Context: an optimization exercise on an open-source flow, tuned for small area. The choices shown serve that exercise and are no tape-out recipe.
Only simulation tests tie the RTL to the original design; equivalence was not proved.
The clock port is modelled as an ideal driver; clocking choices that lean on that would not hold on a real chip.
Power and IR drop assume default switching activity.

==> flow/config.mk <==
export PLATFORM = sky130hd
export DESIGN_NAME = mainblock
export DESIGN_NICKNAME = mainblock
export VERILOG_FILES = /design/flow/design.v
export SDC_FILE = /design/flow/constraint.sdc
export NUM_CORES = 4
export LEC_CHECK = 0
export CAP_MARGIN = 20
export CORE_MARGIN = 2
export CORE_UTILIZATION = 40
export GPL_TIMING_DRIVEN = 0
export PLACE_DENSITY = 0.95
export SLEW_MARGIN = 20
==> flow/constraint.sdc <==
create_clock -name core_clock -period 5.0 [get_ports {clk_50M}]
set_input_delay 1.0000 -clock core_clock [delete_from_list [all_inputs] [get_ports {clk_50M}]]
set_output_delay 1.0000 -clock core_clock [all_outputs]
set_load 0.01 [all_outputs]
==> flow/design.v <==
`timescale 1ns / 1ps
module Clock(clk, reset, en1);
input clk, reset;
output en1;
reg [4:0] p;
localparam [15:0] F = 16'b0010000011011111;
assign en1 = ~p[2] & ~p[3] & ~p[4];
always @(posedge clk or posedge reset)
    if (reset)
        p <= 5'b10010;
    else
        p <= {p[3:0], F[{p[4], p[2], p[1], p[0]}]};
endmodule
`timescale 1ns / 1ps
module tm1638 (clk, en1, reset, stb, dio, sclk, data_check, light_chuc1, light_dv1, light_chuc2, light_dv2, light1, light2);
input clk, en1, reset;
output reg stb, dio, sclk;
output reg [7:0] data_check;
input [3:0] light_chuc1, light_dv1, light_chuc2, light_dv2;
input [1:0] light1, light2;
localparam [127:0] SSEG = {48'h0, 8'h6f, 8'h7f, 8'h07, 8'h7d, 8'h6d, 8'h66, 8'h4f, 8'h5b, 8'h06, 8'h3f};
localparam [31:0] TLIGHT = {8'h08, 8'h40, 8'h01, 8'h00};
reg [2:0] ng;       
reg [1:0] nslot;    
wire [2:0] g = ~ng;
wire [1:0] slot = ~nslot;
reg [3:0] i;
reg [19:0] hold;    
reg [3:0] cur;      
wire cmdg = g[2] & g[1];
wire byte_slot = (slot == 2'd1) | (slot == 2'd2 & ~cmdg);
always @(posedge clk or posedge reset)
	if (reset) begin
		ng <= 3'd0;
		nslot <= 2'd0;
	end else if (en1 & (~byte_slot | (i == 4'd15))) begin
		if (slot == 2'd3 | (slot == 2'd2 & g == 3'd6)) begin
			nslot <= 2'd3;
			case (g)
				3'd5: ng <= 3'd0;
				3'd6: ng <= 3'd7;
				3'd7: ng <= 3'd1;
				default: ng <= ~(g + 3'd1);
			endcase
		end else
			nslot <= ~(slot + 2'd1);
	end
always @(posedge clk)
	if (~byte_slot)
		i <= 4'd0;
	else if (en1)
		i <= i + 4'd1;
wire [5:0] pos = {g == 3'd5, g == 3'd4, g == 3'd3, g == 3'd2, g == 3'd1, g == 3'd0};
wire live = en1 & byte_slot;
wire win02 = g[2] & g[0];
wire win35 = g == 3'd7;
always @(posedge clk) if (win02 | live & pos[0]) hold[3:0] <= light_chuc1;
always @(posedge clk) if (win02 | live & pos[1]) hold[7:4] <= light_dv1;
always @(posedge clk) if (win02 | live & pos[2]) hold[9:8] <= light1;
always @(posedge clk) if (win35 | live & pos[3]) hold[13:10] <= light_chuc2;
always @(posedge clk) if (win35 | live & pos[4]) hold[17:14] <= light_dv2;
always @(posedge clk) if (win35 | live & pos[5]) hold[19:18] <= light2;
wire [3:0] hsel;
assign hsel[1:0] = g[2] ? (g[0] ? hold[19:18] : hold[15:14]) :
                   g[1] ? (g[0] ? hold[11:10] : hold[9:8]) :
                          (g[0] ? hold[5:4] : hold[1:0]);
assign hsel[3:2] = g[2] ? hold[17:16] : g[1] ? hold[13:12] :
                   g[0] ? hold[7:6] : hold[3:2];
always @(posedge clk)
	if (en1 & (slot == 2'd0))
		cur <= hsel;
wire light_pos = (g == 3'd2) | (g == 3'd5);
wire [7:0] live_b;
genvar k;
generate for (k = 0; k < 8; k = k + 1) begin : dc
	assign live_b[k] = light_pos ? TLIGHT[{hsel[1:0], k[2:0]}] : SSEG[{hsel, k[2:0]}];
end endgenerate
wire hold_bit = light_pos ? TLIGHT[{cur[1:0], i[3:1]}] : SSEG[{cur, i[3:1]}];
reg [7:0] cbyte;
always @(*) begin
	if (cmdg)
		cbyte = g[0] ? 8'h8f : 8'h44;
	else
		cbyte = {4'hc, g, 1'b0};
	sclk = byte_slot ? i[0] : 1'b1;
	data_check = ~byte_slot ? 8'h00 : (slot == 2'd1) ? cbyte : live_b;
	dio = ~byte_slot ? (g == 3'd7 && slot == 2'd2) : (slot == 2'd1) ? cbyte[i[3:1]] : hold_bit;
	stb = (slot == 2'd3) | (slot == 2'd2 & cmdg);
end
endmodule
`timescale 1ns / 1ps
module mainblock(clk_50M, reset, dio, sclk, stb, data_check, light_chuc1, light_dv1, light_chuc2, light_dv2,light1, light2);
input clk_50M, reset;
wire en1;
input wire [3:0] light_chuc1, light_dv1, light_chuc2, light_dv2;
output wire dio, stb, sclk;
output wire [7:0] data_check;
input wire [1:0] light1, light2;
Clock Clock(clk_50M, reset, en1);
tm1638 tm1638(clk_50M, en1, reset, stb, dio, sclk, data_check, light_chuc1, light_dv1, light_chuc2, light_dv2, light1, light2);
endmodule
==> flow/flow/run.sh <==
#!/bin/bash
# Layout flow:
#  1. the standard synthesis, then a second synthesis (flow/synth.tcl) that
#     differs only in its combinational mapping. Its registers are renamed to
#     the standard synthesis's names (flow/regs.py, matched by the net each
#     drives), and it is kept only if it then has exactly the same registers
#     (names and cell types); otherwise the standard netlist is used.
#  2. the standard placement, with the smallest buffer (buf_1) on the ports.
#  3. clock tree (flow/clock.tcl): one to four clock buffers fed by the clock
#     port, each driving a group of nearby registers; the smallest choice
#     whose estimated clock-pin slew is under 112 ps is kept.
#  4. the standard routing and finishing.
# Each step's output goes to its own log file in this folder.
set -euo pipefail
RES=orfs/results/$FLOW_PLATFORM/mainblock/base
PORTBUF='BUFFER_PORTS_ARGS=-buffer_cell sky130_fd_sc_hd__buf_1'
bash standard.sh synth > synth_standard.log 2>&1
mkdir -p keep
cp $RES/1_2_yosys.v $RES/1_2_yosys.sdc $RES/1_synth.odb $RES/1_synth.sdc keep/
python3 flow/regs.py list keep/1_2_yosys.v > regs_standard.txt
rm -f $RES/1_2_yosys.v $RES/1_2_yosys.sdc $RES/1_synth.odb $RES/1_synth.sdc
if bash standard.sh SYNTH_SCRIPT=$PWD/flow/synth.tcl synth > synth_own.log 2>&1 \
   && python3 flow/regs.py rename keep/1_2_yosys.v $RES/1_2_yosys.v own_renamed.v \
   && cp own_renamed.v $RES/1_2_yosys.v && rm -f $RES/1_synth.odb $RES/1_synth.sdc \
   && bash standard.sh synth > synth_own_odb.log 2>&1 \
   && python3 flow/regs.py list $RES/1_2_yosys.v > regs_own.txt \
   && cmp -s regs_standard.txt regs_own.txt; then
  echo "own synthesis kept" > synth_choice.log
else
  echo "own synthesis dropped, standard synthesis used" > synth_choice.log
  cp keep/* $RES/
fi
bash standard.sh "$PORTBUF" place > place.log 2>&1
export RES
export LIB=$FLOW_HOME/platforms/sky130hd/lib/sky130_fd_sc_hd__tt_025C_1v80.lib
export SETRC=$FLOW_HOME/platforms/sky130hd/setRC.tcl
export CLKPORT=clk_50M
ok=0
for cfg in "3 clkbuf_4" "1 clkbuf_16" "2 clkbuf_8" "4 clkbuf_4" "3 clkbuf_8" "4 clkbuf_8" "4 clkbuf_16"; do
  set -- $cfg
  CLK_GROUPS=$1 CLKBUF=sky130_fd_sc_hd__$2 openroad -no_init -exit flow/clock.tcl > clock_$1_$2.log 2>&1
  s=$(sed -n 's/^max clk slew //p' clock_$1_$2.log)
  if awk -v s="$s" 'BEGIN{exit !(s < 0.112)}'; then ok=1; break; fi
done
[[ $ok == 1 ]]
bash standard.sh "$PORTBUF" finish > finish.log 2>&1
==> flow/flow/abc.script <==
strash
&get -n
&deepsyn -J 100 -T 120 -S @SEED@
&put
@MAP@
topo
stime -c
==> flow/flow/clock.tcl <==
# Clock distribution: the register clock pins are split into K groups of
# nearly equal size by position; one clock buffer, fed by the clock port,
# drives each group.
set res $::env(RES)
set K $::env(CLK_GROUPS)
set cell $::env(CLKBUF)
read_db $res/3_place.odb
read_liberty $::env(LIB)
read_sdc $res/3_place.sdc
source $::env(SETRC)
set block [ord::get_db_block]
set clknet [$block findNet $::env(CLKPORT)]
set pins {}
foreach it [$clknet getITerms] {
  set b [[$it getInst] getBBox]
  lappend pins [list $it [expr ([$b xMin]+[$b xMax])/2] [expr ([$b yMin]+[$b yMax])/2]]
}
set n [llength $pins]
# balanced groups: sort the pins along the longer side of their bounding
# box and cut the sorted list into K runs of (nearly) equal size
proc split_pins {pins K} {
  if {$K <= 1} { return [list $pins] }
  set xs [lmap p $pins {lindex $p 1}]; set ys [lmap p $pins {lindex $p 2}]
  set w [expr [tcl::mathfunc::max {*}$xs] - [tcl::mathfunc::min {*}$xs]]
  set h [expr [tcl::mathfunc::max {*}$ys] - [tcl::mathfunc::min {*}$ys]]
  set idx [expr {$w >= $h ? 1 : 2}]
  set s [lsort -real -index $idx $pins]
  set K1 [expr {$K / 2}]
  set n1 [expr {int(round([llength $s] * double($K1) / $K))}]
  return [concat [split_pins [lrange $s 0 [expr $n1-1]] $K1] [split_pins [lrange $s $n1 end] [expr $K-$K1]]]
}
set groups [split_pins $pins $K]
set asg {}
set cx {}; set cy {}
set k 0
set pins {}
foreach grp $groups {
  set sx 0.0; set sy 0.0
  foreach p $grp { lappend pins $p; lappend asg $k; set sx [expr $sx+[lindex $p 1]]; set sy [expr $sy+[lindex $p 2]] }
  lappend cx [expr $sx/[llength $grp]]; lappend cy [expr $sy/[llength $grp]]
  incr k
}
for {set k 0} {$k < $K} {incr k} {
  set loads {}
  foreach p $pins a $asg {
    if {$a == $k} {
      set it [lindex $p 0]
      lappend loads [get_pins [[$it getInst] getName]/[[$it getMTerm] getName]]
    }
  }
  if {[llength $loads] == 0} continue
  insert_buffer -buffer_cell $cell -net $::env(CLKPORT) -load_pins $loads \
    -location [list [expr [lindex $cx $k]/1000.0] [expr [lindex $cy $k]/1000.0]] \
    -buffer_name clkbuf_g$k -net_name clknet_g$k
}
set_propagated_clock [all_clocks]
detailed_placement
check_placement -verbose
estimate_parasitics -placement
report_clock_skew
set m 0
foreach p [get_pins -hierarchical */CLK] { set s [get_property $p slew_max] ; if {$s > $m} {set m $s} }
puts "max clk slew $m"
report_checks -format end
report_worst_slack -max
report_worst_slack -min
write_db $res/4_1_cts.odb
write_sdc $res/4_cts.sdc
==> flow/flow/regs.py <==
# Flip-flops of a Yosys netlist.
#   regs.py list NETLIST          print "name type" of every flip-flop, sorted
#   regs.py rename STD OWN OUT    write OWN to OUT with each flip-flop named as
#                                 the flip-flop of STD that drives the same Q net
import re, sys

INST = re.compile(r'^(\s*)(sky130_fd_sc_hd__(\w+?)_\d+)\s+(\\\S+|\S+)(\s*\()', re.M)

def is_ff(base):
    return re.match(r'(e|s|se)?df', base) is not None

def flops(text):
    out = {}
    for m in INST.finditer(text):
        if not is_ff(m.group(3)):
            continue
        body = text[m.end():text.index(');', m.end())]
        q = re.search(r'\.Q\(\s*(\\\S+|[^\s)]+)\s*\)', body)
        out[m.group(4)] = (m.group(3), q.group(1) if q else None)
    return out

if sys.argv[1] == 'list':
    f = flops(open(sys.argv[2]).read())
    print('\n'.join(sorted('%s %s' % (n, t) for n, (t, q) in f.items())))
else:
    std = flops(open(sys.argv[2]).read())
    text = open(sys.argv[3]).read()
    own = flops(text)
    want = {}
    byq = {q: n for n, (t, q) in std.items()}
    for n, (t, q) in own.items():
        if q in byq and byq[q] != n:
            want[n] = byq[q]
    names = set(m.group(4) for m in INST.finditer(text))
    taken = set(want.values())
    def sub(m):
        n = m.group(4)
        if n in want:
            n = want[n]
        elif n in taken:
            k = 0
            while '%s_%d' % (n.rstrip(), k) in names:
                k += 1
            n = '%s_%d' % (n.rstrip(), k)
            names.add(n)
        sep = ' ' if n.startswith('\\') else ''
        return m.group(1) + m.group(2) + ' ' + n + sep + m.group(5)
    open(sys.argv[4], 'w').write(INST.sub(sub, text))
==> flow/flow/synth.tcl <==
# The standard flow's synthesis (synth_recipe.tcl) with two changes: no adder extraction
# (extract_fa), and an area-oriented ABC script (flow/abc.script), run with a
# few random seeds and two mappings, keeping the smallest result whose delay
# (ABC's estimate) is at most max_delay. Registers are mapped exactly as in
# the standard synthesis.
set flowdir [file dirname [file normalize [info script]]]
set max_delay 1850
proc synth {args} { yosys synth -nofsm -noshare {*}$args }
proc extract_fa {args} { puts "extract_fa skipped" }
proc design_area {} {
  set s [tee -q -s result.string stat {*}$::lib_args]
  regexp {Chip area for module[^:]*:\s*([0-9.]+)} $s -> a
  return $a
}
proc abc {args} {
  set i [lsearch -exact $args -script]
  if { $i < 0 } {
    yosys abc {*}$args
    return
  }
  set f [open $::flowdir/abc.script]
  set script [read $f]
  close $f
  yosys design -save abc_in
  set best -1
  set best_fast 0
  foreach seed {0 1 2 3 4 5} {
    foreach map {{dch -f; amap} {dch -f; amap; strash; dch -f; amap}} {
      set fn $::env(OBJECTS_DIR)/abc_run.script
      set f [open $fn w]
      puts $f [string map [list @SEED@ $seed @MAP@ $map] $script]
      close $f
      yosys design -load abc_in
      set log [tee -q -s result.string abc {*}[lreplace $args [expr {$i + 1}] [expr {$i + 1}] $fn]]
      set a [design_area]
      set d 0
      regexp {Delay =\s*([0-9.]+) ps} $log -> d
      puts "abc seed $seed, mapping '$map': area $a, delay $d ps"
      set fast [expr {$d > 0 && $d <= $::max_delay}]
      if { $best < 0 || ($fast && !$best_fast) || ($fast == $best_fast && $a < $best) } {
        set best $a
        set best_fast $fast
        yosys design -save abc_best
      }
    }
  }
  yosys design -load abc_best
  puts "abc kept area $best"
}
source $::env(SCRIPTS_DIR)/synth.tcl
# left out here: clear keep_hierarchy, flatten, clean up, hide names made inside functions, write 1_2_yosys.v
==> flow/standard.sh <==
#!/bin/bash
# synth_recipe.tcl (not shown) runs the flow's synth.tcl, then flattens the netlist and writes it again
# the make line also repeats each setting of config.mk as NAME=value (left out here)
make -C /OpenROAD-flow-scripts/flow DESIGN_CONFIG=/design/flow/config.mk WORK_HOME=/design/flow/orfs CLKGATE_MAP_FILE= SYNTH_SCRIPT=/design/flow/synth_recipe.tcl "${@:-finish}"
==> impl_metrics.env, run 1 <==
export IMPL_critical_path_buf_inv_count=4
export IMPL_maximum_number_of_pins_on_one_net_before_global_route_repair=15
export IMPL_grt_pass1_wl_microns=5860
export IMPL_setup_violations_final=0
export IMPL_worst_endpoint_arrival_ps=3540
export IMPL_drt_pre_antenna_iters=5
export IMPL_busiest_layer="met2"
export IMPL_dpl_instance_area_sq_um=1980
export IMPL_row_count=24
export IMPL_antenna_cells=0
export IMPL_design_area_sq_um=2010
export IMPL_n_fill_cell=425
export IMPL_final_slew_viol_count=0
export IMPL_vdd_ir_drop_worst_uv=141
export IMPL_fin_crit_sh=0.908
export IMPL_worst_setup_path_end_kind="primary output"
export IMPL_place_port_buffers=32
export IMPL_final_setup_tns_ps=0
export IMPL_post_synth_xor_area_fraction=0
export IMPL_synth_cells=188
export IMPL_timing_max_slew_rel_slack=0.595
export IMPL_grt_setup_unrepaired="no"
export IMPL_synth_area_leader_cell="sky130_fd_sc_hd__edfxtp_1"
export IMPL_number_of_register_bits_inferred_by_synthesis=38
export IMPL_dp_hpwl_microns=2860
export IMPL_nets=248
export IMPL_post_synth_num_cell_types=27
export IMPL_timing_final_crit_period_ps=4540
export IMPL_synth_seq_area_share=0.588
export IMPL_share_of_synthesized_area_spent_on_multiplexers=0
export IMPL_use_met2=0.285
export IMPL_asyncSetResetFlopFracSynth=0.263
export IMPL_congestion_overflow_gr=0
export IMPL_routing_usage_on_met1=0.155
export IMPL_crit_path_top_delay_cell="sky130_fd_sc_hd__dfrtp_1"
export IMPL_post_synth_and_or_nand_nor_area_fraction=0.172
export IMPL_post_synthesis_area_per_instance_sq_um=9.52
export IMPL_yosys_top_cells_area="sky130_fd_sc_hd__edfxtp_1, sky130_fd_sc_hd__dfrtp_1, sky130_fd_sc_hd__nor2_1"
export IMPL_fin_skew_ps=15.3
export IMPL_initialDrtViolationCount=123
export IMPL_category_of_the_critical_setup_timing_path="register to primary output"
export IMPL_worst_min_path_class="register to register"
export IMPL_gp_congestion=0.906
export IMPL_synth_compound_area_share=0.191
export IMPL_route_antenna_remaining_nets=0
export IMPL_drc=0
export IMPL_wirelength_microns=3540
export IMPL_clock_latency_ps=160
export IMPL_clkSlewWorstSetupHoldPaths_ps=100
export IMPL_area_delta_synth_final_pct=12.0
export IMPL_dieArea_sq_um=5030
export IMPL_timing_fmax_mhz=220
export IMPL_layout_drive_gt1_share=0.0268
export IMPL_worst_setup_path_start_kind="register"
export IMPL_synth_top_family_by_area="compound AO/OA/AOI/OAI gates"
export IMPL_final_hold_viol_count=0
export IMPL_pwr_density_cell_nw_per_um2=225
export IMPL_netlist_area_sq_um=1790
export IMPL_number_of_antenna_violations_at_the_first_check_in_global_routing=0
export IMPL_fp_dieH_microns=70.9
export IMPL_grt_util_all_layers=0.140
export IMPL_yosys_area_top_type_share=0.403
export IMPL_synth_edf_count=24
export IMPL_syn_num_nets=210
export IMPL_critical_path_top_delay_family="compound AO/OA/AOI/OAI gates"
export IMPL_outcome="timing/DRC/antenna clean"
export IMPL_ys_warn_count=2
export IMPL_grtUsageMet3=0.00855
export IMPL_yosys_most_used_dff="sky130_fd_sc_hd__edfxtp_1"
export IMPL_ioPinCount=33
export IMPL_synth_adder_area_share=0
export IMPL_cell_by_cell_listing_of_the_critical_path="clkinv_1, nor2_1, clkinv_1, o32ai_1, nor3_1, o21ai_0, clkinv_1, nor3_1, nand2_1, o21ai_0, nor2_1, o22a_1, nor2_1, o221ai_1, buf_1"
export IMPL_worst_pin_slew_ps=601
export IMPL_placeableCoreArea_sq_um=4320
export IMPL_required_ps=4000
export IMPL_total_leakage_power_nw=0.665
export IMPL_path_max_fanout=7
export IMPL_viasPerCell=5.49
export IMPL_start_util=0.414
export IMPL_grt_pass1_vias=1444
export IMPL_die_width_microns=70.9
export IMPL_cap_viol_max_count=0
export IMPL_detailroute_via_count=1515
export IMPL_critPathMaxStageDelay_ps=490
export IMPL_wl_per_cell_microns=12.8
## per-stage QoR
step	hold slack, ps	utilization	total power, mW	std cells	setup WS [ps]
6_report	390	0.464	0.451	276	460
5_1_grt	410	0.464	0.464	276	118
3_5_place_dp	367	0.457	0.347	272	706
3_3_place_gp	362	0.457	0.347	272	781
2_1_floorplan	355	-	0.341	188	1090
## where the power goes
group / internal [mW] / switching (mW)
Clock: 0.0383 / 0.0721
Combinational: 0.00369 / 0.00337
Sequential: 0.333 / 0
Total: 0.375 / 0.0755
## sequential cells by signal, indices dropped and copies added, names as in the netlist, named ones only
register and count:
tm1638.cur 4, Clock.p 5, tm1638.i 4, tm1638.ng 2, tm1638.hold 20, tm1638.nslot 2
## Yosys cell counts (all sizes together), types with 2 or more instances
master / count
nor3: 12
o22ai: 3
o22a: 2
a21oi: 13
dfxtp: 4
dfstp: 2
o32ai: 3
nor2: 45
a211oi: 3
o21a: 4
dfrtp: 8
o221ai: 3
o21ai: 13
nand2: 14
clkinv: 23
edfxtp: 24
a222oi: 2
## cells in the final DEF, fill, tap and decap left out, drive strengths merged
| master | Yosys | layout |
|---|---|---|
| nor2 | 45 | 45 |
| buf | 0 | 32 |
| edfxtp | 24 | 24 |
| clkinv | 23 | 23 |
| nand2 | 14 | 14 |
| a21oi | 13 | 13 |
| o21ai | 13 | 13 |
| nor3 | 12 | 12 |
| dfrtp | 8 | 8 |
| o21a | 4 | 4 |
| clkbuf | 0 | 4 |
| dfxtp | 4 | 4 |
| o32ai | 3 | 3 |
| o22ai | 3 | 3 |
| o221ai | 3 | 3 |
| a211oi | 3 | 3 |
| dfstp | 2 | 2 |
| o22a | 2 | 2 |
| a222oi | 2 | 2 |
| a32oi | 1 | 1 |
| nor3b | 1 | 1 |
| nand3b | 1 | 1 |
| a31o | 1 | 1 |
| or2 | 1 | 1 |
| nand3 | 1 | 1 |
| a2111oi | 1 | 1 |
| a31oi | 1 | 1 |
| o31ai | 1 | 1 |
| o221a | 1 | 1 |
## worst paths after layout
path                       cells past startpoint       start             to  slack (ps)
max                                           15    register  data_check[0]         460
min                                            0  Clock.p[0]     Clock.p[1]         390
max reg2reg                                   10  Clock.p[4]       register        2570
min reg2reg                                    0  Clock.p[0]     Clock.p[1]         390
max in group asynchronous                      2       reset     Clock.p[1]        4020
min in group asynchronous                      2       reset   tm1638.ng[1]         710
## area by class of cell
| class | instances | area (sq um) | share of cell area |
|---|---|---|---|
| Clock buffer | 4 | 30.0 | 0.0150 |
| Tap cell | 52 | 65.1 | 0.0324 |
| Multi-Input combinational cell | 127 | 651 | 0.324 |
| Inverter | 23 | 86.3 | 0.0430 |
| Sequential cell | 38 | 1050 | 0.525 |
| Timing Repair Buffer | 32 | 120 | 0.0599 |
## cells by family after synthesis
family | count (synthesis)
and+or+nand+nor | 75
AOI/OAI and AO/OA | 52
DFF | 38
buffers and inverters | 23
## worst register-to-register path: cells and delay by family (launching register included)
family,cells,cell delay [ps]
AND/OR/NAND/NOR,5,1150
AO/OA/AOI/OAI,4,700
flip-flops,1,390
buffers and inverters,1,150
## layer usage
layer  up-vias  wire length (microns)
li1        757                      -
met1       689                   1390
met2        59                   1820
met3        10                    223
met4         0                    102
met5         -                      0
==> run 2: changes to the inputs <==
--- a/flow/design.v
+++ b/flow/design.v
@@ -51,15 +51,15 @@
 	else if (en1)
 		i <= i + 4'd1;
 wire [5:0] pos = {g == 3'd5, g == 3'd4, g == 3'd3, g == 3'd2, g == 3'd1, g == 3'd0};
-wire live = en1 & byte_slot;
-wire win02 = g[2] & g[0];
-wire win35 = g == 3'd7;
-always @(posedge clk) if (win02 | live & pos[0]) hold[3:0] <= light_chuc1;
-always @(posedge clk) if (win02 | live & pos[1]) hold[7:4] <= light_dv1;
-always @(posedge clk) if (win02 | live & pos[2]) hold[9:8] <= light1;
-always @(posedge clk) if (win35 | live & pos[3]) hold[13:10] <= light_chuc2;
-always @(posedge clk) if (win35 | live & pos[4]) hold[17:14] <= light_dv2;
-always @(posedge clk) if (win35 | live & pos[5]) hold[19:18] <= light2;
+wire live = en1;
+wire win04 = g[2] & g[0];
+wire win5 = g == 3'd7;
+always @(posedge clk) if (win04 | live & pos[0]) hold[3:0] <= light_chuc1;
+always @(posedge clk) if (win04 | live & pos[1]) hold[7:4] <= light_dv1;
+always @(posedge clk) if (win04 | live & pos[2]) hold[9:8] <= light1;
+always @(posedge clk) if (win04 | live & pos[3]) hold[13:10] <= light_chuc2;
+always @(posedge clk) if (win04 | live & pos[4]) hold[17:14] <= light_dv2;
+always @(posedge clk) if (win5 | live & pos[5]) hold[19:18] <= light2;
 wire [3:0] hsel;
 assign hsel[1:0] = g[2] ? (g[0] ? hold[19:18] : hold[15:14]) :
                    g[1] ? (g[0] ? hold[11:10] : hold[9:8]) :
@@ -67,7 +67,7 @@
 assign hsel[3:2] = g[2] ? hold[17:16] : g[1] ? hold[13:12] :
                    g[0] ? hold[7:6] : hold[3:2];
 always @(posedge clk)
-	if (en1 & (slot == 2'd0))
+	if (slot == 2'd0)
 		cur <= hsel;
 wire light_pos = (g == 3'd2) | (g == 3'd5);
 wire [7:0] live_b;
==> run 2 against run 1 <==
Still clean. Routed wire length increased by 3.3%. Maximum frequency decreased by 1.3%. Die area decreased by 0.46%. Sequential power about the same. Via count increased by 0.66%. Clock power about the same. Flip-flop and latch count unchanged. Critical path depth decreased by 4. Total power decreased by 0.36%. Area after synthesis decreased by 0.49%. Largest power group unchanged.
==> impl_metrics.env, run 2 <==
export IMPL_outcome="timing/DRC/antenna clean"
export IMPL_route_antenna_remaining_nets=0
export IMPL_detailroute_via_count=1525
export IMPL_timing_max_slew_rel_slack=0.502
export IMPL_start_util=0.412
export IMPL_largest_register="tm1638.hold"
export IMPL_viasPerCell=5.67
export IMPL_synth_cells=182
export IMPL_n_fill_cell=411
export IMPL_multi_input_comb_area_sq_um=652
export IMPL_worst_endpoint_arrival_ps=3600
export IMPL_layout_cells_most_common="sky130_fd_sc_hd__nor2_1"
export IMPL_area_delta_synth_final_pct=13.3
export IMPL_yosys_area_top_type_share=0.404
export IMPL_placeableCoreArea_sq_um=4320
export IMPL_worst_pin_slew_ps=742
export IMPL_largest_register_ff_count=20
export IMPL_fin_crit_sh=0.920
export IMPL_synth_cells_most_frequent="sky130_fd_sc_hd__nor2_1, sky130_fd_sc_hd__edfxtp_1, sky130_fd_sc_hd__clkinv_1"
export IMPL_wirelength_microns=3660
export IMPL_clock_latency_ps=170
export IMPL_p_total_uw=449
export IMPL_asyncSetResetFlopFracSynth=0.263
export IMPL_wl_per_cell_microns=13.6
export IMPL_largestRegisters="tm1638.hold: 20 flops, Clock.p: 5 flops"
export IMPL_layout_drive_gt1_share=0.0461
export IMPL_yosys_most_used_dff="sky130_fd_sc_hd__edfxtp_1"
export IMPL_ys_warn_count=2
export IMPL_synth_edf_count=24
export IMPL_number_of_antenna_violations_at_the_first_check_in_global_routing=0
export IMPL_dp_hpwl_microns=2790
export IMPL_yosys_top_cells_area="sky130_fd_sc_hd__edfxtp_1, sky130_fd_sc_hd__dfrtp_1, sky130_fd_sc_hd__nor2_1"
export IMPL_worst_slack_ps=398
export IMPL_critPathMaxStageDelay_ps=610
export IMPL_final_slew_viol_count=0
export IMPL_die_width_microns=70.7
export IMPL_pwr_density_cell_nw_per_um2=222
export IMPL_path_max_fanout=12
export IMPL_cap_viol_max_count=0
export IMPL_synth_seq_area_share=0.591
export IMPL_gp_congestion=0.893
export IMPL_syn_num_nets=204
export IMPL_final_cell_mix="sky130_fd_sc_hd__nor2_1, sky130_fd_sc_hd__buf_1, sky130_fd_sc_hd__edfxtp_1"
export IMPL_drt_pre_antenna_iters=4
export IMPL_category_of_the_critical_setup_timing_path="register to primary output"
export IMPL_total_leakage_power_nw=0.667
export IMPL_timing_final_crit_period_ps=4600
export IMPL_vdd_ir_drop_worst_uv=163
export IMPL_grt_util_all_layers=0.145
export IMPL_initialDrtViolationCount=149
export IMPL_worst_setup_path_start_kind="register"
export IMPL_worst_min_path_class="register to register"
export IMPL_grt_setup_unrepaired="no"
export IMPL_post_synth_num_cell_types=35
export IMPL_synth_area_leader_cell="sky130_fd_sc_hd__edfxtp_1"
export IMPL_dieArea_sq_um=5000
export IMPL_final_setup_tns_ps=0
export IMPL_netlist_area_sq_um=1780
export IMPL_worst_setup_path_end_kind="primary output"
export IMPL_antenna_cells=0
export IMPL_drc=0
export IMPL_fp_dieH_microns=70.7
export IMPL_congestion_overflow_gr=0
export IMPL_grt_pass1_vias=1394
export IMPL_detailedPlace_worstSlack_ps=469
export IMPL_required_ps=4000
export IMPL_place_port_buffers=32
export IMPL_critical_path_buf_inv_count=3
export IMPL_row_count=24
export IMPL_timing_fmax_mhz=217
export IMPL_crit_path_top_delay_cell="sky130_fd_sc_hd__nor3_1"
export IMPL_fin_skew_ps=14.1
export IMPL_critical_path_top_delay_family="compound AO/OA/AOI/OAI gates"
export IMPL_number_of_register_bits_inferred_by_synthesis=38
export IMPL_ioPinCount=33
export IMPL_maximum_number_of_pins_on_one_net_before_global_route_repair=20
export IMPL_final_hold_viol_count=0
export IMPL_cell_by_cell_listing_of_the_critical_path="nor2_1, nor3_1, clkinv_1, nor2_1, o221ai_1, o21ai_0, o22ai_1, clkinv_1, o221ai_1, o21ai_0, buf_1"
export IMPL_yosys_cell_count_top_type="sky130_fd_sc_hd__nor2_1"
export IMPL_grt_pass1_wl_microns=6120
export IMPL_final_seq_area_sq_um=1060
export IMPL_post_synthesis_area_per_instance_sq_um=9.79
export IMPL_clkSlewWorstSetupHoldPaths_ps=110
export IMPL_setup_violations_final=0
export IMPL_nets=241
## run 2: stage by stage
step | instances | instance area [sq um] | hold WS, ps | utilization
2_1_floorplan | 182 | 1780 | 355 | -
3_3_place_gp | 266 | 1970 | 364 | 0.455
3_5_place_dp | 266 | 1970 | 381 | 0.455
5_1_grt | 269 | 2020 | 411 | 0.467
6_report | 269 | 2020 | 389 | 0.467
## run 2: power breakdown
group	internal [mW]	total (mW)	switching, mW
Clock	0.0373	0.109	0.0716
Sequential	0.333	0.333	0
Combinational	0.00368	0.00692	0.00324
Total	0.374	0.449	0.0748
## run 2: final timing paths
path,startpoint,to,slack [ps],depth (start not counted)
max,register,data_check[2],400,11
min,Clock.p[1],Clock.p[2],390,0
max reg2reg,register,tm1638.nslot[1],2640,7
min reg2reg,Clock.p[1],Clock.p[2],390,0
max in group asynchronous,reset,Clock.p[1],4020,2
min in group asynchronous,reset,Clock.p[2],700,2
## run 2: area by class of cell
| class | count | share of cell area |
|---|---|---|
| Sequential cell | 38 | 0.523 |
| Multi-Input combinational cell | 122 | 0.323 |
| Inverter | 22 | 0.0446 |
| Clock buffer | 2 | 0.0136 |
| Tap cell | 52 | 0.0322 |
| Timing Repair Buffer | 33 | 0.0632 |
## run 2: cells by family (layout without fill, tap and decap cells)
logic type      after synthesis  after routing  synth area share
flops                        38             38             0.591
buf+inv                      22             57            0.0463
compound gates               52             52             0.197
simple gates                 70             70             0.165
## run 2: metal layers
metal  vias to the layer above  part of all wire  GRT usage
met5                         -                 0          0
met4                         0             0.028     0.0356
met3                        16             0.076    0.00855
met2                        77              0.49      0.261
met1                       692              0.41      0.191
li1                        740                 -          -
==> run 3: changes to the inputs <==
--- a/flow/flow/synth.tcl
+++ b/flow/flow/synth.tcl
@@ -4,7 +4,7 @@
 # (ABC's estimate) is at most max_delay. Registers are mapped exactly as in
 # the standard synthesis.
 set flowdir [file dirname [file normalize [info script]]]
-set max_delay 1850
+set max_delay 2800
 proc synth {args} { yosys synth -nofsm -noshare {*}$args }
 proc extract_fa {args} { puts "extract_fa skipped" }
 proc design_area {} {
==> run 3 against run 2 <==
Clock skew shrank 6.7 ps. Area after synthesis is the same. Routed wire length shrank 1.0%. Non-clock buffer count shrank 1. Clock-buffer cell count is the same. Flip-flop and latch count is the same. Critical path depth grew 5. Critical endpoint unchanged. Hold slack lost 2.1 ps. Sequential share of layout area grew 0.26 points.
==> impl_metrics.env, run 3 <==
export IMPL_row_count=24
export IMPL_outcome="timing/DRC/antenna clean"
export IMPL_worst_setup_path_end_kind="primary output"
export IMPL_ys_warn_count=2
export IMPL_maximum_number_of_pins_on_one_net_before_global_route_repair=20
export IMPL_number_of_register_bits_inferred_by_synthesis=38
export IMPL_worst_pin_slew_ps=647
export IMPL_fin_crit_sh=0.931
export IMPL_clock_latency_ps=170
export IMPL_die_width_microns=70.7
export IMPL_largestRegisters="tm1638.hold: 20 flops, Clock.p: 5 flops"
export IMPL_final_hold_viol_count=0
export IMPL_final_slew_viol_count=0
export IMPL_synth_cells_most_frequent="sky130_fd_sc_hd__nor2_1, sky130_fd_sc_hd__edfxtp_1, sky130_fd_sc_hd__clkinv_1"
export IMPL_layout_drive_gt1_share=0.0498
export IMPL_syn_num_nets=209
export IMPL_grt_setup_unrepaired="no"
export IMPL_timing_max_slew_rel_slack=0.566
export IMPL_clkSlewWorstSetupHoldPaths_ps=100
export IMPL_combPwrFrac=0.015
export IMPL_n_fill_cell=439
export IMPL_pwr_density_cell_nw_per_um2=224
export IMPL_dieArea_sq_um=5000
export IMPL_worst_min_path_class="register to register"
export IMPL_critical_path_reg2reg_endpoint="tm1638.nslot[1]"
export IMPL_final_seq_area_sq_um=1060
export IMPL_yosys_area_top_type_share=0.404
export IMPL_worstHoldPathCells=0
export IMPL_fp_dieH_microns=70.7
export IMPL_final_cell_mix="sky130_fd_sc_hd__nor2_1, sky130_fd_sc_hd__buf_1, sky130_fd_sc_hd__edfxtp_1"
export IMPL_timing_hold_worst_endpoint="Clock.p[1]"
export IMPL_synth_cells=187
export IMPL_drt_pre_antenna_iters=4
export IMPL_netlist_area_sq_um=1780
export IMPL_fin_skew_ps=7.40
export IMPL_wl_per_cell_microns=13.3
export IMPL_antenna_cells=0
export IMPL_placeableCoreArea_sq_um=4320
export IMPL_synth_area_leader_cell="sky130_fd_sc_hd__edfxtp_1"
export IMPL_share_clk_of_total_power=0.245
export IMPL_final_setup_tns_ps=0
export IMPL_grt_pass1_vias=1406
export IMPL_final_util=0.465
export IMPL_worst_endpoint_arrival_ps=3650
export IMPL_p_total_uw=450
export IMPL_largest_register="tm1638.hold"
export IMPL_congestion_overflow_gr=0
export IMPL_total_leakage_power_nw=0.666
export IMPL_cap_viol_max_count=0
export IMPL_start_util=0.412
export IMPL_viasPerCell=5.40
export IMPL_synth_edf_count=24
export IMPL_grt_util_all_layers=0.144
export IMPL_area_delta_synth_final_pct=12.9
export IMPL_grt_pass1_wl_microns=6090
export IMPL_regToRegSetupSlack_ps=2650
export IMPL_setup_violations_final=0
export IMPL_required_ps=4000
export IMPL_vdd_ir_drop_worst_uv=163
export IMPL_internal_power_uw=374
export IMPL_path_max_fanout=11
export IMPL_detailroute_via_count=1473
export IMPL_place_port_buffers=32
export IMPL_number_of_antenna_violations_at_the_first_check_in_global_routing=0
export IMPL_route_antenna_remaining_nets=0
export IMPL_hp_start="Clock.p[0]"
export IMPL_layout_cells_most_common="sky130_fd_sc_hd__nor2_1"
export IMPL_multi_input_comb_area_sq_um=651
export IMPL_drc=0
export IMPL_post_synthesis_area_per_instance_sq_um=9.53
export IMPL_largest_register_ff_count=20
export IMPL_yosys_most_used_dff="sky130_fd_sc_hd__edfxtp_1"
export IMPL_hold_ws_ps=387
export IMPL_gp_congestion=0.936
export IMPL_initialDrtViolationCount=84
export IMPL_power_sequential_fraction=0.740
export IMPL_wirelength_microns=3620
export IMPL_ioPinCount=33
export IMPL_timing_fmax_mhz=215
export IMPL_category_of_the_critical_setup_timing_path="register to primary output"
export IMPL_detailedPlace_worstSlack_ps=381
export IMPL_asyncSetResetFlopFracSynth=0.263
export IMPL_worst_setup_path_start_kind="register"
export IMPL_yosys_cell_count_top_type="sky130_fd_sc_hd__nor2_1"
export IMPL_post_synth_num_cell_types=30
export IMPL_switching_share=0.169
export IMPL_worst_r2r_startpoint="Clock.p[3]"
export IMPL_yosys_top_cells_area="sky130_fd_sc_hd__edfxtp_1, sky130_fd_sc_hd__dfrtp_1, sky130_fd_sc_hd__nor2_1"
export IMPL_nets=245
export IMPL_synth_seq_area_share=0.591
export IMPL_dp_hpwl_microns=2880
export IMPL_worst_slack_ps=345
export IMPL_switching_pwr_uw=76.1
export IMPL_timing_final_crit_period_ps=4650
export IMPL_worstRegToRegCells=7
[run 3: critical path, cell delays in order, from the launching register on]
cell and delay (ps):
sky130_fd_sc_hd__dfrtp_2 500, sky130_fd_sc_hd__clkinv_1 250, sky130_fd_sc_hd__nor2_1 290, sky130_fd_sc_hd__o21ai_0 130
sky130_fd_sc_hd__o211ai_1 380, sky130_fd_sc_hd__o22ai_1 170, sky130_fd_sc_hd__nand2_1 80, sky130_fd_sc_hd__o21ai_0 100
sky130_fd_sc_hd__nand2_1 100, sky130_fd_sc_hd__nor2_1 60, sky130_fd_sc_hd__o21ai_0 90, sky130_fd_sc_hd__nand2_1 120
sky130_fd_sc_hd__o22ai_1 250, sky130_fd_sc_hd__clkinv_1 160, sky130_fd_sc_hd__a221oi_1 400, sky130_fd_sc_hd__a221o_1 230
sky130_fd_sc_hd__buf_1 160
[run 3: power groups by stage]
stage | clock [mW] | combinational, mW | sequential [mW]
after floorplan | 0 | 0.00124 | 0.340
after global placement | 0 | 0.00684 | 0.340
after detailed placement | 0 | 0.00712 | 0.340
after global routing | 0.126 | 0.00818 | 0.333
final | 0.110 | 0.00688 | 0.333
[run 3: final cells by class]
type,count,share of cell area
clock buffer,2,0.0137
inverter,22,0.0448
multi-input combinational,127,0.324
sequential,38,0.526
tap,52,0.0324
timing repair buffer,32,0.0597
[run 3: how the worst max path moves through the flow]
stage | slack (ps) | end | depth (start not counted)
2_1_floorplan | 1040 | data_check[2] | 16
3_3_place_gp | 490 | data_check[2] | 16
3_5_place_dp | 380 | data_check[2] | 16
5_1_grt | 120 | data_check[2] | 16
6_report | 350 | data_check[2] | 16
[run 3: per-layer routing]
layer	part of all wire	global-route usage	vias up
met3	0.064	0.0114	7
li1	-	-	740
met1	0.40	0.180	668
met2	0.52	0.271	58
met4	0.017	0.0335	0
met5	0	0	-
[run 3: kinds of logic (layout without fill, tap and decap cells)]
family	Yosys count	after routing	synth area share
AOI/OAI and AO/OA	51	51	0.187
buffers and inverters	22	56	0.0463
and+or+nand+nor	76	76	0.175
DFF	38	38	0.591
[run 3: through the flow]
| step | std cells | cell area [sq um] |
|---|---|---|
| final | 273 | 2010 |
| after global placement | 271 | 1970 |
| after global routing | 273 | 2010 |
| after floorplan | 187 | 1780 |
| after detailed placement | 271 | 1970 |
==> run 4: changes to the inputs <==
==> flow/flow/synth.tcl (replaced) <==
# The standard flow's synthesis (synth_recipe.tcl) with two changes: no adder extraction
# (extract_fa), and an area-oriented ABC script (flow/abc.script), run with a
# few random seeds and two mappings, keeping the smallest result. Registers
# are mapped exactly as in the standard synthesis.
set flowdir [file dirname [file normalize [info script]]]
proc synth {args} { yosys synth -nofsm -noshare {*}$args }
proc extract_fa {args} { puts "extract_fa skipped" }
proc design_area {} {
  set s [tee -q -s result.string stat {*}$::lib_args]
  regexp {Chip area for module[^:]*:\s*([0-9.]+)} $s -> a
  return $a
}
proc abc {args} {
  set i [lsearch -exact $args -script]
  if { $i < 0 } {
    yosys abc {*}$args
    return
  }
  set f [open $::flowdir/abc.script]
  set script [read $f]
  close $f
  yosys design -save abc_in
  set best -1
  foreach seed {0 1 2 3 4 5} {
    foreach map {{dch -f; amap} {dch -f; amap; strash; dch -f; amap}} {
      set fn $::env(OBJECTS_DIR)/abc_run.script
      set f [open $fn w]
      puts $f [string map [list @SEED@ $seed @MAP@ $map] $script]
      close $f
      yosys design -load abc_in
      yosys abc {*}[lreplace $args [expr {$i + 1}] [expr {$i + 1}] $fn]
      set a [design_area]
      puts "abc seed $seed, mapping '$map': area $a"
      if { $best < 0 || $a < $best } {
        set best $a
        yosys design -save abc_best
      }
    }
  }
  yosys design -load abc_best
  puts "abc kept area $best"
}
source $::env(SCRIPTS_DIR)/synth.tcl
# left out here: clear keep_hierarchy, flatten, clean up, hide names made inside functions, write 1_2_yosys.v
==> run 4 against run 3 <==
Flip-flop and latch count unchanged. Routed wire length up 1.0%. Synthesized cell count down 2.7%. Critical path type unchanged. Sequential power about the same. Clock power about the same. Total power down 0.28%. Non-clock buffer count up 1. Clock skew up 6.7 ps.
==> impl_metrics.env, run 4 <==
export IMPL_initialDrtViolationCount=149
export IMPL_timing_max_slew_rel_slack=0.502
export IMPL_final_seq_area_sq_um=1060
export IMPL_timing_final_crit_period_ps=4600
export IMPL_row_count=24
export IMPL_clock_latency_ps=170
export IMPL_worst_endpoint_arrival_ps=3600
export IMPL_grt_pass1_wl_microns=6120
export IMPL_detailedPlace_worstSlack_ps=469
export IMPL_final_cell_mix="sky130_fd_sc_hd__nor2_1, sky130_fd_sc_hd__buf_1, sky130_fd_sc_hd__edfxtp_1"
export IMPL_synth_cells=182
export IMPL_post_synth_num_cell_types=35
export IMPL_category_of_the_critical_setup_timing_path="register to primary output"
export IMPL_layout_cells_most_common="sky130_fd_sc_hd__nor2_1"
export IMPL_antenna_cells=0
export IMPL_worst_setup_path_start_kind="register"
export IMPL_dp_hpwl_microns=2790
export IMPL_area_delta_synth_final_pct=13.3
export IMPL_largest_register="tm1638.hold"
export IMPL_internal_power_uw=374
export IMPL_maximum_number_of_pins_on_one_net_before_global_route_repair=20
export IMPL_top_layer_used="met4"
export IMPL_fin_skew_ps=14.1
export IMPL_power_sequential_fraction=0.742
export IMPL_grt_pass1_vias=1394
export IMPL_dieArea_sq_um=5000
export IMPL_asyncSetResetFlopFracSynth=0.263
export IMPL_worst_slack_ps=398
export IMPL_wirelength_microns=3660
export IMPL_number_of_register_bits_inferred_by_synthesis=38
export IMPL_multi_input_comb_area_sq_um=652
export IMPL_worstRegToRegCells=7
export IMPL_netlist_area_sq_um=1780
export IMPL_regToRegSetupSlack_ps=2640
export IMPL_worst_min_path_class="register to register"
export IMPL_cap_viol_max_count=0
export IMPL_final_util=0.467
export IMPL_worst_setup_path_end_kind="primary output"
export IMPL_largestRegisters="tm1638.hold: 20 flops, Clock.p: 5 flops"
export IMPL_pwr_density_cell_nw_per_um2=222
export IMPL_setup_violations_final=0
export IMPL_clkSlewWorstSetupHoldPaths_ps=110
export IMPL_layout_drive_gt1_share=0.0461
export IMPL_ioPinCount=33
export IMPL_switching_share=0.167
export IMPL_combPwrFrac=0.015
export IMPL_yosys_most_used_dff="sky130_fd_sc_hd__edfxtp_1"
export IMPL_wl_met2_microns=1790
export IMPL_required_ps=4000
export IMPL_number_of_antenna_violations_at_the_first_check_in_global_routing=0
export IMPL_drt_pre_antenna_iters=4
export IMPL_switching_pwr_uw=74.8
export IMPL_detailroute_via_count=1525
export IMPL_share_clk_of_total_power=0.243
export IMPL_total_leakage_power_nw=0.667
export IMPL_synth_edf_count=24
export IMPL_outcome="timing/DRC/antenna clean"
export IMPL_final_setup_tns_ps=0
export IMPL_wl_per_cell_microns=13.6
export IMPL_yosys_cell_count_top_type="sky130_fd_sc_hd__nor2_1"
export IMPL_grt_util_all_layers=0.145
export IMPL_congestion_overflow_gr=0
export IMPL_met3_wirelength_microns=278
export IMPL_met1_length_microns=1490
export IMPL_route_antenna_remaining_nets=0
export IMPL_crit_path_top_delay_cell="sky130_fd_sc_hd__nor3_1"
export IMPL_timing_fmax_mhz=217
export IMPL_viasPerCell=5.67
export IMPL_ys_warn_count=2
export IMPL_worst_pin_slew_ps=742
export IMPL_place_port_buffers=32
export IMPL_fin_crit_sh=0.920
export IMPL_syn_num_nets=204
export IMPL_cell_by_cell_listing_of_the_critical_path="nor2_1, nor3_1, clkinv_1, nor2_1, o221ai_1, o21ai_0, o22ai_1, clkinv_1, o221ai_1, o21ai_0, buf_1"
export IMPL_fp_dieH_microns=70.7
export IMPL_grt_setup_unrepaired="no"
export IMPL_post_synthesis_area_per_instance_sq_um=9.79
export IMPL_final_slew_viol_count=0
export IMPL_n_fill_cell=411
export IMPL_yosys_area_top_type_share=0.404
export IMPL_yosys_top_cells_area="sky130_fd_sc_hd__edfxtp_1, sky130_fd_sc_hd__dfrtp_1, sky130_fd_sc_hd__nor2_1"
export IMPL_start_util=0.412
export IMPL_largest_register_ff_count=20
export IMPL_nets=241
export IMPL_synth_cells_most_frequent="sky130_fd_sc_hd__nor2_1, sky130_fd_sc_hd__edfxtp_1, sky130_fd_sc_hd__clkinv_1"
export IMPL_final_hold_viol_count=0
export IMPL_drc=0
export IMPL_hp_start="Clock.p[1]"
export IMPL_gp_congestion=0.893
export IMPL_worstHoldPathCells=0
export IMPL_vdd_ir_drop_worst_uv=163
export IMPL_synth_seq_area_share=0.591
export IMPL_synth_area_leader_cell="sky130_fd_sc_hd__edfxtp_1"
export IMPL_path_max_fanout=12
export IMPL_critPathMaxStageDelay_ps=610
export IMPL_p_total_uw=449
export IMPL_placeableCoreArea_sq_um=4320
export IMPL_die_width_microns=70.7
## run 4: path summary, 6_finish.rpt
kind	endpoint
max in group asynchronous	Clock.p[1]
min in group asynchronous	Clock.p[2]
worst min register to register	Clock.p[2]
worst max-delay path	data_check[2]
worst max register to register	tm1638.nslot[1]
worst min-delay path	Clock.p[2]
## run 4: through the flow
stage	instance area (sq um)	hold slack, ps	cells
6_report	2020	389	269
5_1_grt	2020	411	269
3_5_place_dp	1970	381	266
3_3_place_gp	1970	364	266
2_1_floorplan	1780	355	182
## run 4: power groups by stage
stage                     registers, mW  logic, mW  clock network, mW
after floorplan                   0.340    0.00124                  0
after global placement            0.340    0.00684                  0
final                             0.333    0.00692              0.109
after global routing              0.333    0.00831              0.120
after detailed placement          0.340    0.00714                  0
## run 4: layout make-up
| type | count | share of cell area |
|---|---|---|
| Sequential cell | 38 | 0.523 |
| Multi-Input combinational cell | 122 | 0.323 |
| Timing Repair Buffer | 33 | 0.0632 |
| Inverter | 22 | 0.0446 |
| Tap cell | 52 | 0.0322 |
| Clock buffer | 2 | 0.0136 |
## run 4: cells by family (layout without fill, tap and decap cells)
family,Yosys count,in the layout,synth area share
and+or+nand+nor,70,70,0.165
AOI/OAI and AO/OA,52,52,0.197
DFF,38,38,0.591
buffers and inverters,22,57,0.0463
## run 4: metal layers
metal,up-vias,GRT usage
met1,692,0.191
met5,-,0
met2,77,0.261
li1,740,-
met4,0,0.0356
met3,16,0.00855
## run 4: worst max-delay path, delay by kind of cell (launching register included)
kind | cells | cell delay (ps)
compound gates | 5 | 1230
simple gates | 3 | 1140
flops | 1 | 590
buf+inv | 3 | 490

re-timing with driven ports:
No port has a modelled driver above. Below, the same layouts with a new extraction and two added sets of constraints.
Step 1: set_driving_cell puts a clkbuf_16 on clk_50M and a buf_2 on each other input, an assumption about the parent block.
Step 2 times the ports against the registers' clock, not the clock port: input delays grow and output delays shrink by t, the midpoint of the rising clock arrivals with the driver on.
a / b / c = ideal / step 1 / step 2; a / b = the first two.
run | t, ns | setup WS [ns] | worst setup path after step 2
run 1 | 0.202 | 0.460 / 0.414 / 0.616 | register to output
run 2 | 0.198 | 0.398 / 0.360 / 0.558 | register to output
run 3 | 0.197 | 0.345 / 0.311 / 0.507 | register to output
run 4 | 0.198 | 0.398 / 0.360 / 0.558 | register to output
After both steps setup and hold are still met in every run listed.
